Background: an optimization exercise with open tools, aiming at small area and few clock cycles. Do not read the settings as production practice.
Function was checked by simulation only, so behaviour that the tests miss may differ from the original.
Power is estimated from default activity; no workload was simulated. The flow treats the clock pin as an ideal source, which a real chip does not have.

`flow/flow/run.sh`:
```
#!/bin/bash
# Standard ORFS layout (the standard.sh), with three changes:
#  - synthesis maps logic with an area-oriented abc script (flow/my_synth.tcl);
#  - ports are buffered with the smallest buffer (buf_1) instead of clkdlybuf4s50_1;
#  - CTS uses clkbuf_16 leaf clusters of up to 28 sinks and no dummy loads.
set -euo pipefail
cd "$(dirname "$0")/.."
work=$PWD
export MY_ABC_SCRIPT=$work/flow/area_map.abc
export FLOW_SYNTH_TCL=$work/synth_recipe.tcl
export BUFFER_PORTS_ARGS="-buffer_cell sky130_fd_sc_hd__buf_1"
export CTS_ARGS="-sink_clustering_enable -repair_clock_nets -dont_use_dummy_load -buf_list sky130_fd_sc_hd__clkbuf_16 -sink_clustering_size 28 -sink_clustering_max_diameter 200"
bash standard.sh SYNTH_SCRIPT=$work/flow/my_synth.tcl finish > flow_standard.log 2>&1
```
`flow/flow/area_map.abc`:
```
&get -n
&st
&dch
&nf -a
&st
&dch
&nf -a
&put
```
`flow/flow/my_synth.tcl`:
```
# The standard flow's synthesis (synth_recipe.tcl, which sources ORFS's synth.tcl) with one change:
# abc's technology-mapping script is an area-oriented one (area_map.abc) instead of
# ORFS's abc_speed.script. Flip-flop mapping (dfflibmap), flattening and renaming
# are the standard flow's own, so the registers are the standard synthesis's.
proc abc {args} {
  set i [lsearch -exact $args -script]
  if {$i >= 0 && [string match *abc_speed.script [lindex $args [expr {$i + 1}]]]} {
    lset args [expr {$i + 1}] $::env(MY_ABC_SCRIPT)
  }
  yosys abc {*}$args
}
source $::env(FLOW_SYNTH_TCL)
```
`flow/standard.sh`:
```
#!/bin/bash
# synth_recipe.tcl (not shown) runs the flow's synth.tcl, then flattens the netlist and writes it again
# the make line also repeats each setting of config.mk as NAME=value (left out here)
make -C /OpenROAD-flow-scripts/flow DESIGN_CONFIG=/design/flow/config.mk WORK_HOME=/design/flow/orfs CLKGATE_MAP_FILE= SYNTH_SCRIPT=/design/flow/synth_recipe.tcl "${@:-finish}"
```
`flow/config.mk`:
```
export PLATFORM = sky130hd
export DESIGN_NAME = axi_lite_memory
export DESIGN_NICKNAME = axi_lite_memory
export VERILOG_FILES = /design/flow/design.v
export SDC_FILE = /design/flow/constraint.sdc
export NUM_CORES = 4
export LEC_CHECK = 0
export CAP_MARGIN = 20
export CORE_MARGIN = 2
export CORE_UTILIZATION = 70
export PLACE_DENSITY = 0.85
export SLEW_MARGIN = 20
export SYNTH_HIERARCHICAL = 1
```
`flow/constraint.sdc`:
```
create_clock -name core_clock -period 5.0 [get_ports {clk}]
set_input_delay 1.0000 -clock core_clock [delete_from_list [all_inputs] [get_ports {clk}]]
set_output_delay 1.0000 -clock core_clock [all_outputs]
set_load 0.01 [all_outputs]
```
`flow/design.v`:
```
module axi_lite_memory #(
	parameter   AXIL_DATA_WIDTH = 32,
			    AXIL_ADDR_WIDTH = 4
)(
	input wire  						clk,
	input wire  						reset,
	input wire  						arvalid,
	input wire [AXIL_ADDR_WIDTH-1:0]	araddr,
	input wire  						rready,
	output reg  						arready,
	output reg  						rvalid,
	output reg [AXIL_DATA_WIDTH-1:0]	rdata,
	output wire [1:0]					rresp,
	input wire  						awvalid,
	input wire [AXIL_ADDR_WIDTH-1:0]	awaddr,
	input wire  						wvalid,
	input wire [AXIL_DATA_WIDTH-1:0]	wdata,
	input wire [AXIL_DATA_WIDTH/8-1:0]	wstrb,
	input wire  						bready,
	output reg  						awready,
	output reg  						wready,
	output reg  						bvalid,
	output wire [1:0]					bresp
);
	localparam MEMORY_DEPTH = 2**AXIL_ADDR_WIDTH;
	reg [AXIL_DATA_WIDTH-1:0] mem [0:MEMORY_DEPTH-1];  
	reg [AXIL_ADDR_WIDTH-1:0] araddr_q;
	reg [MEMORY_DEPTH-1:0] rsel;
	reg [AXIL_ADDR_WIDTH-1:0]   awaddr_buff;
	reg [AXIL_DATA_WIDTH-1:0]   wdata_buff;
	reg [AXIL_DATA_WIDTH/8-1:0] wstrb_buff;
	reg aw_full, w_full;
	reg commit;    
	reg aw_wait;   
	reg w_wait;    
	reg b_free;    
	reg aw_take, w_take, complete;
	integer i, w;
	wire [AXIL_ADDR_WIDTH-1:0]   araddr_nxt, awaddr_nxt;
	wire [AXIL_DATA_WIDTH-1:0]   wdata_nxt;
	wire [AXIL_DATA_WIDTH/8-1:0] wstrb_nxt;
	wire arready_n, aw_take_n, w_take_n;
	axi_lite_memory_inv u_ar_inv (.a(arready), .y(arready_n));
	axi_lite_memory_inv u_aw_inv (.a(aw_take), .y(aw_take_n));
	axi_lite_memory_inv u_w_inv  (.a(w_take),  .y(w_take_n));
	axi_lite_memory_lane #(.W(AXIL_ADDR_WIDTH)) u_ar_hold (
		.en(arready), .en_n(arready_n), .d(araddr), .q(araddr_q), .y(araddr_nxt)
	);
	axi_lite_memory_lane #(.W(AXIL_ADDR_WIDTH)) u_aw_hold (
		.en(aw_take), .en_n(aw_take_n), .d(awaddr), .q(awaddr_buff), .y(awaddr_nxt)
	);
	axi_lite_memory_lane #(.W(AXIL_DATA_WIDTH + AXIL_DATA_WIDTH/8)) u_w_hold (
		.en(w_take), .en_n(w_take_n), .d({wstrb, wdata}), .q({wstrb_buff, wdata_buff}),
		.y({wstrb_nxt, wdata_nxt})
	);
	reg  [AXIL_DATA_WIDTH/8-1:0] wen   [0:MEMORY_DEPTH-1];
	wire [AXIL_DATA_WIDTH-1:0]   mem_nxt [0:MEMORY_DEPTH-1];
	genvar gw, gl;
	generate
		for (gw = 0; gw < MEMORY_DEPTH; gw = gw + 1)
		begin : g_word
			for (gl = 0; gl < AXIL_DATA_WIDTH/8; gl = gl + 1)
			begin : g_lane
				wire en_n;
				axi_lite_memory_inv u_inv (
					.a(wen[gw][gl]),
					.y(en_n)
				);
				axi_lite_memory_lane u_lane (
					.en(wen[gw][gl]),
					.en_n(en_n),
					.d(wdata_buff[8*gl +: 8]),
					.q(mem[gw][8*gl +: 8]),
					.y(mem_nxt[gw][8*gl +: 8])
				);
			end
		end
	endgenerate
	assign bresp = 2'b00;
	assign rresp = 2'b00;
	always @(*)
	begin
		arready  = (rvalid == 1'b0) || (rready == 1'b1);
		rdata    = {AXIL_DATA_WIDTH{1'b0}};
		for (i = 0; i < MEMORY_DEPTH; i = i + 1)
		begin
			rsel[i] = (araddr_q == i);
			rdata = rdata | (mem[i] & {AXIL_DATA_WIDTH{rsel[i]}});
		end
		commit   = aw_full && w_full;
		aw_wait  = w_full && !commit;
		w_wait   = aw_full && !commit;
		b_free   = (bvalid == 1'b0) || (bready == 1'b1);
		awready  = (!aw_full || commit) && (b_free || !(wvalid || aw_wait));
		wready   = (!w_full || commit) && (b_free || !(awvalid || w_wait));
		aw_take  = awvalid && awready;
		w_take   = wvalid && wready;
		complete = (aw_take && (w_take || aw_wait)) || (w_take && w_wait);
		for (i = 0; i < MEMORY_DEPTH; i = i + 1)
			wen[i] = {AXIL_DATA_WIDTH/8{commit && (awaddr_buff == i)}} & wstrb_buff;
	end
	always @(posedge clk)
	begin
		araddr_q    <= araddr_nxt;
		awaddr_buff <= awaddr_nxt;
		wdata_buff  <= wdata_nxt;
		wstrb_buff  <= wstrb_nxt;
		if (!reset)
		begin
			rvalid  <= 1'b0;
			bvalid  <= 1'b0;
			aw_full <= 1'b0;
			w_full  <= 1'b0;
		end
		else
		begin
			if (arready)
				rvalid <= arvalid;
			if (b_free)
				bvalid <= complete;
			aw_full <= aw_take || (aw_full && !commit);
			w_full  <= w_take || (w_full && !commit);
		end
		for (w = 0; w < MEMORY_DEPTH; w = w + 1)
			mem[w] <= mem_nxt[w];
	end
endmodule
module axi_lite_memory_lane #(
	parameter W = 8
)(
	input wire         en,
	input wire         en_n,
	input wire [W-1:0] d,
	input wire [W-1:0] q,
	output wire [W-1:0] y
);
	assign y = (d & {W{en}}) | (q & {W{en_n}});
endmodule
module axi_lite_memory_inv (
	input wire  a,
	output wire y
);
	assign y = ~a;
endmodule
```
==> results.toml, run 1 <==
[drt]
detail-route-antenna-nets = 0
viasPerCell = 7.75
first_pass_iters = 10
wirelength_um = 62100
avgRoutedWirePerCell_um = 29.2
drt-initial-drc-count = 2910
vias = 16465
drcViolationCount = 0

[timing]
grt_setup_unrepaired = "false"
tightest_slew_ns = 1.29
relSlewSlack = 0.133
setup_viol = 0
finClkSkew_ns = 0.0149
final.period_utilization = 0.822
maxSlewViolCount = 0
period_minus_slack_ns = 4.11
setup_tns_ns = 0
fmaxAchievable_mhz = 243
finalHoldViolations = 0
layout_setup_ws_ns = 0.890

[power]
vdd_drop_max_v = 0.000321
clockPowerShare = 0.258
swShare = 0.264
cellPowerDensity_nw_per_um2 = 393
p_leak_nw = 7.82
combPwrFrac = 0.084
pwr-share-seq = 0.658
internal_power_w = 0.00612
switchingPower_w = 0.00220
power.total_w = 0.00832

[die]
die_x_um = 171
dieArea_um2 = 29200
num_rows = 61
core_area_um2 = 27600
ios = 92
start_util = 0.706
fp.dieH_um = 171

[clock_network]
post_cts_buffers = 0
post_cts_resized = 0
hold_buffers = 0
clockBufferDepth = 3
clockRootBuffer = "clkbuf_16"
clock_latency_ns = 0.57
htreeDepth = 1
cts_tree = "done"
clk_pin_slew_worst_paths_ns = 0.11
cts.sink_count = 560
cts_made_buffers = 23

[global_route]
antenna_found_initial = 1
grt_pass1_vias = 15709
grt_max_degree = 37
gr-total-overflow = 0
grt_use_total = 0.415
grt_pass1_wl_um = 93100

[yosys]
synth-compound-area-share = 0.342
synth_largest_area_cell = "dfxtp_1"
netlist_area_um2 = 19500
synth_top_family_by_area = "compound AO/OA/AOI/OAI gates"
synth-warning-count = 11
synth_adder_area_share = 0
synth.distinct_cells = 28
netlist.area_leader.share = 0.576
synthTopCellsByArea = "dfxtp_1, a22o_1, a222oi_1, a22oi_1, and2_0"
netlist_instances = 1609
synthMuxAreaShare = 0
synth-xor-area-share = 0
synth.avg_cell_area_um2 = 12.1
synth-seq-cells = 560
async_flop_share = 0
synth_simple_gate_area_frac = 0.0668
synth_edf_count = 0
ys_seq_area_frac = 0.576
synthFlopType = "dfxtp_1"

[cells_and_area]
fin_nets = 1799
drive_above_1_share = 0.0361
regArea_um2 = 11200
final_util = 0.769
fill_cells = 1791
multi_input_area_um2 = 8100
final_common_cell = "a22o_1"
fin_cells = 2124
num_antenna_cells = 0
area_delta_synth_final_pct = 8.81
layout_common_cells = "a22o_1, dfxtp_1, a222oi_1, buf_1, clkinv_1"

[min_path]
hp-class = "flip-flop to flip-flop"

[place]
io_buffers = 87
finalWeightedCongestion = 0.909
dp_slack_ns = 1.51
hpwl_um = 38900
placedCellCount = 2101

[worst_setup_path]
crit_start = "araddr_q[1]"
regToRegSetupSlack_ns = 1.62
startpoint_type = "flip-flop"
cp_max_fo = 27
critPathCaptureType = "primary output"
cp_data_required_time_ns = 4.00
r2r_start = "aw_full"
critPathKind = "flip-flop to primary output"
critPathCapture = "rdata[24]"
rr_worst_depth = 5
arrival_ns = 3.11
r2r_end = "mem[3][0]"

[status]
status = "timing/DRC/antenna clean"

[run]
maxCapViolations = 0
==> modules after synthesis, one instance, submodules excluded, excerpt <==
module                flip-flops and latches  times used  cell area (um2)  cells inside
axi_lite_memory                          560           1            14300           986
axi_lite_memory_inv                        0          67             3.75             1
axi_lite_memory_lane                       0          64             70.1             8
==> power groups by stage <==
stage	Combinational (W)	Clock [W]	Sequential (W)
floorplan	0.000486	0	0.00532
global placement	0.000650	0	0.00552
detailed placement	0.000680	0	0.00553
CTS	0.000684	0.00213	0.00544
global route	0.000745	0.00228	0.00551
finish	0.000699	0.00215	0.00548
==> layer usage <==
| metal | global-route usage | routed length [um] |
|---|---|---|
| met1 | 0.560 | 23100 |
| met3 | 0.0874 | 8290 |
| met2 | 0.638 | 27300 |
| met5 | 0 | 0 |
| met4 | 0.205 | 3430 |
==> cells by family (layout without fill, tap and decap cells) <==
family                 Yosys count  after routing
AOI/OAI and AO/OA              760            760
other                            1              4
and+or+nand+nor                215            215
buffers and inverters           73            207
DFF                            560            560
==> registers in the layout (all words and copies together) (netlist names) <==
name	count
mem	512
wdata_buff	32
araddr_q	4
awaddr_buff	4
wstrb_buff	4
aw_full	1
bvalid	1
rvalid	1
w_full	1
==> layout make-up <==
cell class	instances	share of cell area
sequential	560	0.529
multi-input combinational	979	0.382
clock buffer	23	0.0272
timing repair buffer	115	0.0265
tap	378	0.0223
inverter	69	0.0122
==> stage by stage <==
stage / cell area [um2] / hold slack, ns
floorplan: 19500 / 0.434
CTS: 21200 / 0.482
finish: 21200 / 0.482
global placement: 20600 / 0.451
global route: 21200 / 0.490
detailed placement: 20600 / 0.452
==> cells in the mapped netlist (all sizes together) (2+ instances only) <==
cell type	n
a222oi	87
nand3	10
nand4b	2
nand2b	5
a22oi	66
nor2b	3
buf	4
nor4b	4
and4	19
nor4bb	6
a22o	578
nor3	4
and3	14
and4b	4
a21oi	3
o21ai	2
or3	2
a221oi	22
nand2	36
nand4	24
nor2	15
and2	66
clkinv	69
dfxtp	560
==> how the worst min path moves through the flow <==
stage | startpoint | end | slack, ns | cells after the start
6_report | mem[12][11] | mem[12][11] | 0.48 | 1
5_1_grt | mem[12][16] | mem[12][16] | 0.49 | 1
4_1_cts | mem[12][31] | mem[12][31] | 0.48 | 1
3_5_place_dp | mem[12][31] | mem[12][31] | 0.45 | 1
3_3_place_gp | mem[4][1] | mem[4][1] | 0.45 | 1
2_1_floorplan | mem[15][10] | mem[15][10] | 0.43 | 1
==> worst max-delay path, cell delays in order (launching register included) <==
cell and delay (ns):
dfxtp_1 0.84, nor4b_2 0.74, buf_12 0.30, a222oi_1 0.16, and4_1 0.25, nand3_1 0.08, buf_1 0.16
Testbench counts, summed over its fixed seeds: cycles 21,542.
==> inputs of run 2 (changes only) <==
--- a/flow/design.v
+++ b/flow/design.v
@@ -56,2 +56,3 @@
 	reg  [AXIL_DATA_WIDTH/8-1:0] wen   [0:MEMORY_DEPTH-1];
+	reg  [AXIL_DATA_WIDTH/8-1:0] wen_n [0:MEMORY_DEPTH-1];
 	wire [AXIL_DATA_WIDTH-1:0]   mem_nxt [0:MEMORY_DEPTH-1];
@@ -63,10 +64,5 @@
 			begin : g_lane
-				wire en_n;
-				axi_lite_memory_inv u_inv (
-					.a(wen[gw][gl]),
-					.y(en_n)
-				);
 				axi_lite_memory_lane u_lane (
 					.en(wen[gw][gl]),
-					.en_n(en_n),
+					.en_n(wen_n[gw][gl]),
 					.d(wdata_buff[8*gl +: 8]),
@@ -99,3 +95,6 @@
 		for (i = 0; i < MEMORY_DEPTH; i = i + 1)
-			wen[i] = {AXIL_DATA_WIDTH/8{commit && (awaddr_buff == i)}} & wstrb_buff;
+		begin
+			wen[i]   = {AXIL_DATA_WIDTH/8{commit && (awaddr_buff == i)}} & wstrb_buff;
+			wen_n[i] = ~wen[i];
+		end
 	end
==> run 2 against run 1 <==
Net effect:
- sequential cell count unchanged
- clock power about the same
- design area down 1.0%
- fmax down 6.7%
- hold slack about the same
- final cell count down 2.3%
- combinational power up 0.7%
- sequential power about the same
- critical endpoint is now rdata[17]
- largest power group unchanged
==> results.toml, run 2 <==
[status]
status = "timing/DRC/antenna clean"

[die]
die_x_um = 170
dieArea_um2 = 28900
ios = 92
start_util = 0.714
num_rows = 60
core_area_um2 = 27000
fp.dieH_um = 170

[worst_setup_path]
r2r_start = "aw_full"
crit_start = "araddr_q[0]"
startpoint_type = "flip-flop"
rr_worst_depth = 5
cp_data_required_time_ns = 4.00
regToRegSetupSlack_ns = 2.08
critPathCaptureType = "primary output"
cp_max_fo = 18
critPathCapture = "rdata[17]"
critPathKind = "flip-flop to primary output"
arrival_ns = 3.40
r2r_end = "mem[2][30]"

[power]
internal_power_w = 0.00612
vdd_drop_max_v = 0.000385
clockPowerShare = 0.258
combPwrFrac = 0.085
swShare = 0.265
pwr-share-seq = 0.658
cellPowerDensity_nw_per_um2 = 397
p_leak_nw = 7.82
switchingPower_w = 0.00220

[global_route]
grt_use_total = 0.432
antenna_found_initial = 0
grt_pass1_vias = 16093
grt_max_degree = 38
gr-total-overflow = 0
grt_pass1_wl_um = 96400

[drt]
first_pass_iters = 12
viasPerCell = 8.13
avgRoutedWirePerCell_um = 31.0
drt-initial-drc-count = 3376
vias = 16861
wirelength_um = 64300
detail-route-antenna-nets = 0
drcViolationCount = 0

[yosys]
synthTopCellsByArea = "dfxtp_1, a22o_1, a222oi_1, a22oi_1, nand2_1"
ys_seq_area_frac = 0.581
synth_largest_area_cell = "dfxtp_1"
netlist_area_um2 = 19300
synth.avg_cell_area_um2 = 12.1
synth-xor-area-share = 0
synth-warning-count = 13
synth_top_family_by_area = "compound AO/OA/AOI/OAI gates"
synth-compound-area-share = 0.345
yosysMostFrequentCell = "a22o_1"
synth.distinct_cells = 26
synth-seq-cells = 560
synthMuxAreaShare = 0
netlist_instances = 1595
synth_adder_area_share = 0
synthFlopType = "dfxtp_1"
synth_edf_count = 0
synth_simple_gate_area_frac = 0.0625
netlist.area_leader.share = 0.581
synth_common_cells = "a22o_1, dfxtp_1, a222oi_1"
async_flop_share = 0

[min_path]
hp-class = "flip-flop to flip-flop"
hold_start = "mem[1][15]"

[timing]
grt_setup_unrepaired = "false"
setup_viol = 0
holdWs_ns = 0.482
finalHoldViolations = 0
tightest_slew_ns = 1.13
final.period_utilization = 0.881
setup_tns_ns = 0
finClkSkew_ns = 0.0240
maxSlewViolCount = 0
period_minus_slack_ns = 4.40
relSlewSlack = 0.244
fmaxAchievable_mhz = 227

[cells_and_area]
layout_common_cells = "a22o_1, dfxtp_1, a222oi_1"
largest_register_ffs = 512
final_common_cell = "a22o_1"
fin_nets = 1787
area_delta_synth_final_pct = 8.59
num_antenna_cells = 0
top_regs = "mem: 512 flops, wdata_buff: 32 flops"
top_register = "mem"
drive_above_1_share = 0.0375
fin_cells = 2075

[clock_network]
htreeDepth = 1
cts_made_buffers = 23
cts_tree = "done"
cts.sink_count = 560
clockRootBuffer = "clkbuf_16"
clk_pin_slew_worst_paths_ns = 0.10
post_cts_buffers = 0
clock_latency_ns = 0.57
post_cts_resized = 0
hold_buffers = 0
clockBufferDepth = 3

[place]
finalWeightedCongestion = 0.935
hpwl_um = 40300
placedCellCount = 2052
io_buffers = 87

[run]
maxCapViolations = 0
run 2: power by group through the flow:
stage                     Combinational [W]  Sequential (W)  Clock, W
final                              0.000704         0.00547   0.00215
after global routing               0.000744         0.00551   0.00228
after CTS                          0.000684         0.00544   0.00213
after detailed placement           0.000680         0.00553         0
after global placement             0.000650         0.00552         0
after floorplan                    0.000486         0.00533         0
run 2: per-stage QoR:
stage	util	area, um2	power, W	worst slack [ns]
floorplan	-	19300	0.00582	0.0974
CTS	0.776	21000	0.00825	0.706
detailed placement	0.754	20400	0.00621	1.29
global route	0.776	21000	0.00854	0.534
finish	0.776	21000	0.00833	0.595
global placement	0.754	20400	0.00617	1.40
run 2: logic make-up (layout without fill, tap and decap cells):
group	count (synthesis)	in the layout
AND/OR/NAND/NOR	222	222
buffers and inverters	57	193
flip-flops	560	560
other	1	4
AO/OA/AOI/OAI	755	755
run 2: area by class of cell:
type / count / area [um2]
tap: 341 / 427
clock buffer: 23 / 576
sequential: 560 / 11200
timing repair buffer: 117 / 552
fill: 1758 / 6070
multi-input combinational: 981 / 8000
inverter: 53 / 199
run 2: worst min path at each step:
stage	slack (ns)	depth (start not counted)	endpoint
6_report	0.48	1	mem[1][15]
5_1_grt	0.49	1	mem[11][7]
4_1_cts	0.48	1	mem[2][24]
3_5_place_dp	0.45	1	mem[9][8]
3_3_place_gp	0.45	1	mem[1][18]
2_1_floorplan	0.44	1	mem[0][2]
run 2: metal layers:
| layer | routed length [um] | vias to the layer above | global-route usage |
|---|---|---|---|
| met2 | 27600 | 1535 | 0.652 |
| li1 | - | 6951 | - |
| met3 | 8800 | 346 | 0.100 |
| met1 | 23400 | 8029 | 0.571 |
| met5 | 0 | - | 0 |
| met4 | 4460 | 0 | 0.253 |
run 2: per-module statistics from Yosys, one instance, submodules excluded, a selection:
| module | area (um2) | times used | cells | flip-flops and latches |
|---|---|---|---|---|
| axi_lite_memory | 14400 | 1 | 1036 | 560 |
| axi_lite_memory_inv | 3.75 | 3 | 1 | 0 |
| axi_lite_memory_lane | 70.1 | 64 | 8 | 0 |
run 2: critical path: stages (launching register included):
cell	delay (ns)
dfxtp_1	0.83
and4b_1	0.95
buf_4	0.43
a222oi_1	0.14
and3_1	0.22
nand4_1	0.11
buf_1	0.16
Testbench counts of run 2, summed over its fixed seeds: cycles 21,542.
==> inputs of run 3 (changes only) <==
==> flow/flow/run.sh (replaced) <==
#!/bin/bash
# Standard ORFS layout (the standard.sh), with three changes:
#  - synthesis maps logic with an area-oriented abc script (flow/my_synth.tcl);
#  - ports are buffered with the smallest buffer (buf_1) instead of clkdlybuf4s50_1;
#  - CTS uses clkbuf_16 leaf clusters of up to 30 sinks and no dummy loads.
set -euo pipefail
cd "$(dirname "$0")/.."
work=$PWD
export MY_ABC_SCRIPT=$work/flow/area_map.abc
export FLOW_SYNTH_TCL=$work/synth_recipe.tcl
export BUFFER_PORTS_ARGS="-buffer_cell sky130_fd_sc_hd__buf_1"
export CTS_ARGS="-sink_clustering_enable -repair_clock_nets -dont_use_dummy_load -buf_list sky130_fd_sc_hd__clkbuf_16 -sink_clustering_size 30 -sink_clustering_max_diameter 200"
bash standard.sh SYNTH_SCRIPT=$work/flow/my_synth.tcl finish > flow_standard.log 2>&1
==> run 3 against run 2 <==
Net effect:
- wire length increased by 0.25%
- design area down 0.12%
- largest power group unchanged
- count of clock-buffer cells in the layout fell by 1
- first-iteration DRC count is 3.8% lower
- final cell count about the same
- still clean
- setup slack better by 0.0010 ns
- register-to-register slack got worse by 0.02 ns
- global-route usage up 0.096 points
- fmax about the same
==> results.toml, run 3 <==
[drt]
viasPerCell = 8.09
drcViolationCount = 0
detail-route-antenna-nets = 0
first_pass_iters = 9
wirelength_um = 64500
vias = 16772
avgRoutedWirePerCell_um = 31.1
drt-initial-drc-count = 3248

[clock_network]
post_cts_resized = 0
cts.sink_count = 560
htreeDepth = 1
post_cts_buffers = 0
clock_latency_ns = 0.57
clockRootBuffer = "clkbuf_16"
clk_pin_slew_worst_paths_ns = 0.11
clockBufferDepth = 3
hold_buffers = 0
cts_tree = "done"
cts_made_buffers = 22

[timing]
final.period_utilization = 0.881
relSlewSlack = 0.234
fmaxAchievable_mhz = 227
finClkSkew_ns = 0.0304
setup_viol = 0
holdWs_ns = 0.477
grt_setup_unrepaired = "false"
setup_tns_ns = 0
finalHoldViolations = 0
maxSlewViolCount = 0
tightest_slew_ns = 1.14
layout_setup_ws_ns = 0.596
period_minus_slack_ns = 4.40

[worst_setup_path]
critPathCaptureType = "primary output"
crit_start = "araddr_q[1]"
arrival_ns = 3.40
critPathMaxStageDelay_ns = 0.94
slowest_stage = "and4b_1"
rr_worst_depth = 7
r2r_start = "w_full"
critPathKind = "flip-flop to primary output"
regToRegSetupSlack_ns = 2.06
startpoint_type = "flip-flop"
cp_max_fo = 18
path_cells = "and4b_1 -> buf_4 -> a222oi_1 -> and3_1 -> nand4_1 -> buf_1"
cp_data_required_time_ns = 4.00
r2r_end = "wdata_buff[12]"

[min_path]
hold_path_end = "mem[8][0]"
hold_start = "mem[8][0]"
hp-class = "flip-flop to flip-flop"
whs_path_depth = 1

[yosys]
synth_adder_area_share = 0
synthMuxAreaShare = 0
synthTopCellsByArea = "dfxtp_1, a22o_1, a222oi_1, a22oi_1, nand2_1"
synth_simple_gate_area_frac = 0.0625
synth_edf_count = 0
synth_top_family_by_area = "compound AO/OA/AOI/OAI gates"
netlist_area_um2 = 19300
synth-xor-area-share = 0
netlist.area_leader.share = 0.581
async_flop_share = 0
netlist_instances = 1595
synth-warning-count = 13
synth.distinct_cells = 26
synth_largest_area_cell = "dfxtp_1"
synth-compound-area-share = 0.345
ys_seq_area_frac = 0.581
synth-seq-cells = 560
synth_common_cells = "a22o_1, dfxtp_1, a222oi_1"
yosysMostFrequentCell = "a22o_1"
synthFlopType = "dfxtp_1"
synth.avg_cell_area_um2 = 12.1

[die]
dieArea_um2 = 28900
num_rows = 60
ios = 92
core_area_um2 = 27000
fp.dieH_um = 170
start_util = 0.714
die_x_um = 170

[cells_and_area]
top_register = "mem"
fin_cells = 2074
num_antenna_cells = 0
top_regs = "mem: 512 flops, wdata_buff: 32 flops"
final_common_cell = "a22o_1"
regArea_um2 = 11200
drive_above_1_share = 0.0369
fill_cells = 1768
area_delta_synth_final_pct = 8.46
largest_register_ffs = 512
fin_nets = 1786
layout_common_cells = "a22o_1, dfxtp_1, a222oi_1"
multi_input_area_um2 = 8000

[power]
vdd_drop_max_v = 0.000282
p_leak_nw = 7.81
power.total_w = 0.00827
cellPowerDensity_nw_per_um2 = 395

[run]
maxCapViolations = 0

[global_route]
grt_pass1_wl_um = 96600
grt_use_total = 0.433
grt_pass1_vias = 16168
gr-total-overflow = 0
antenna_found_initial = 1
grt_max_degree = 38

[place]
dp_slack_ns = 1.29
finalWeightedCongestion = 0.935
io_buffers = 87
placedCellCount = 2052
hpwl_um = 40300

[status]
status = "timing/DRC/antenna clean"
-- run 3: cell counts after synthesis --
No cell type changed its count.
-- run 3: cell type report --
class	instances	share of cell area
Sequential cell	560	0.536
Multi-Input combinational cell	981	0.382
Timing Repair Buffer	117	0.0264
Clock buffer	22	0.0263
Tap cell	341	0.0204
Inverter	53	0.00950
-- run 3: cell families after synthesis --
kind of cell / Yosys count
AOI/OAI and AO/OA: 755
DFF: 560
and+or+nand+nor: 222
buffers and inverters: 57
other: 1
-- run 3: worst max-delay path by stage --
stage,end,slack [ns],depth (start not counted)
finish,rdata[17],0.60,6
global route,rdata[22],0.48,6
CTS,rdata[17],0.71,6
detailed placement,rdata[17],1.29,6
global placement,rdata[20],1.40,6
floorplan,rdata[24],0.1,4
-- run 3: Yosys stat by module, one instance, submodules excluded, excerpt --
module / copies in the design / flops+latches
axi_lite_memory: 1 / 560
axi_lite_memory_lane: 64 / 0
axi_lite_memory_inv: 3 / 0
-- run 3: layer usage --
metal | wire length, um | up-vias | global-route usage
met1 | 23000 | 7905 | 0.567
li1 | - | 6956 | -
met2 | 27800 | 1558 | 0.659
met5 | 0 | - | 0
met3 | 9370 | 353 | 0.106
met4 | 4260 | 0 | 0.248
-- run 3: metrics by stage --
step,util,instance area [um2]
after floorplan,-,19300
after global placement,0.754,20400
after detailed placement,0.754,20400
after CTS,0.775,20900
after global routing,0.775,20900
final,0.775,20900
-- run 3: power by group --
group          total (W)  internal, W  switching [W]
Combinational   0.000704     0.000380       0.000324
Clock            0.00209     0.000797        0.00130
Sequential       0.00548      0.00491       0.000564
-- run 3: critical path, delay by kind of cell (launching register included) --
family          cells  cell delay, ns
buf+inv             2            0.59
flops               1            0.83
compound gates      1            0.13
simple gates        3            1.27

==> afterwards: timing with drivers on the ports <==
Ports are ideal in the flow. The routed layouts listed here were re-timed in OpenROAD. Step 1 assumes that a clkbuf_16 drives the clock port and a buf_2 every other input. Step 2, shift: input delay + t, output delay - t, t = (earliest + latest rising clock arrival at the registers) / 2. This alone moves slack from input paths to output paths. a / b / c = no drivers / after step 1 / after step 2; a / b = the first two.
run	t (ns)	slack for setup (ns)	worst setup path at the end	latest minus earliest clock arrival (ns)
run 1	0.615	0.890 / 0.835 / 1.450	register to output	0.017 / 0.017
run 2	0.611	0.595 / 0.543 / 1.154	register to output	0.024 / 0.024
run 3	0.607	0.596 / 0.544 / 1.151	register to output	0.032 / 0.032
After both steps setup and hold are still met in every run listed.
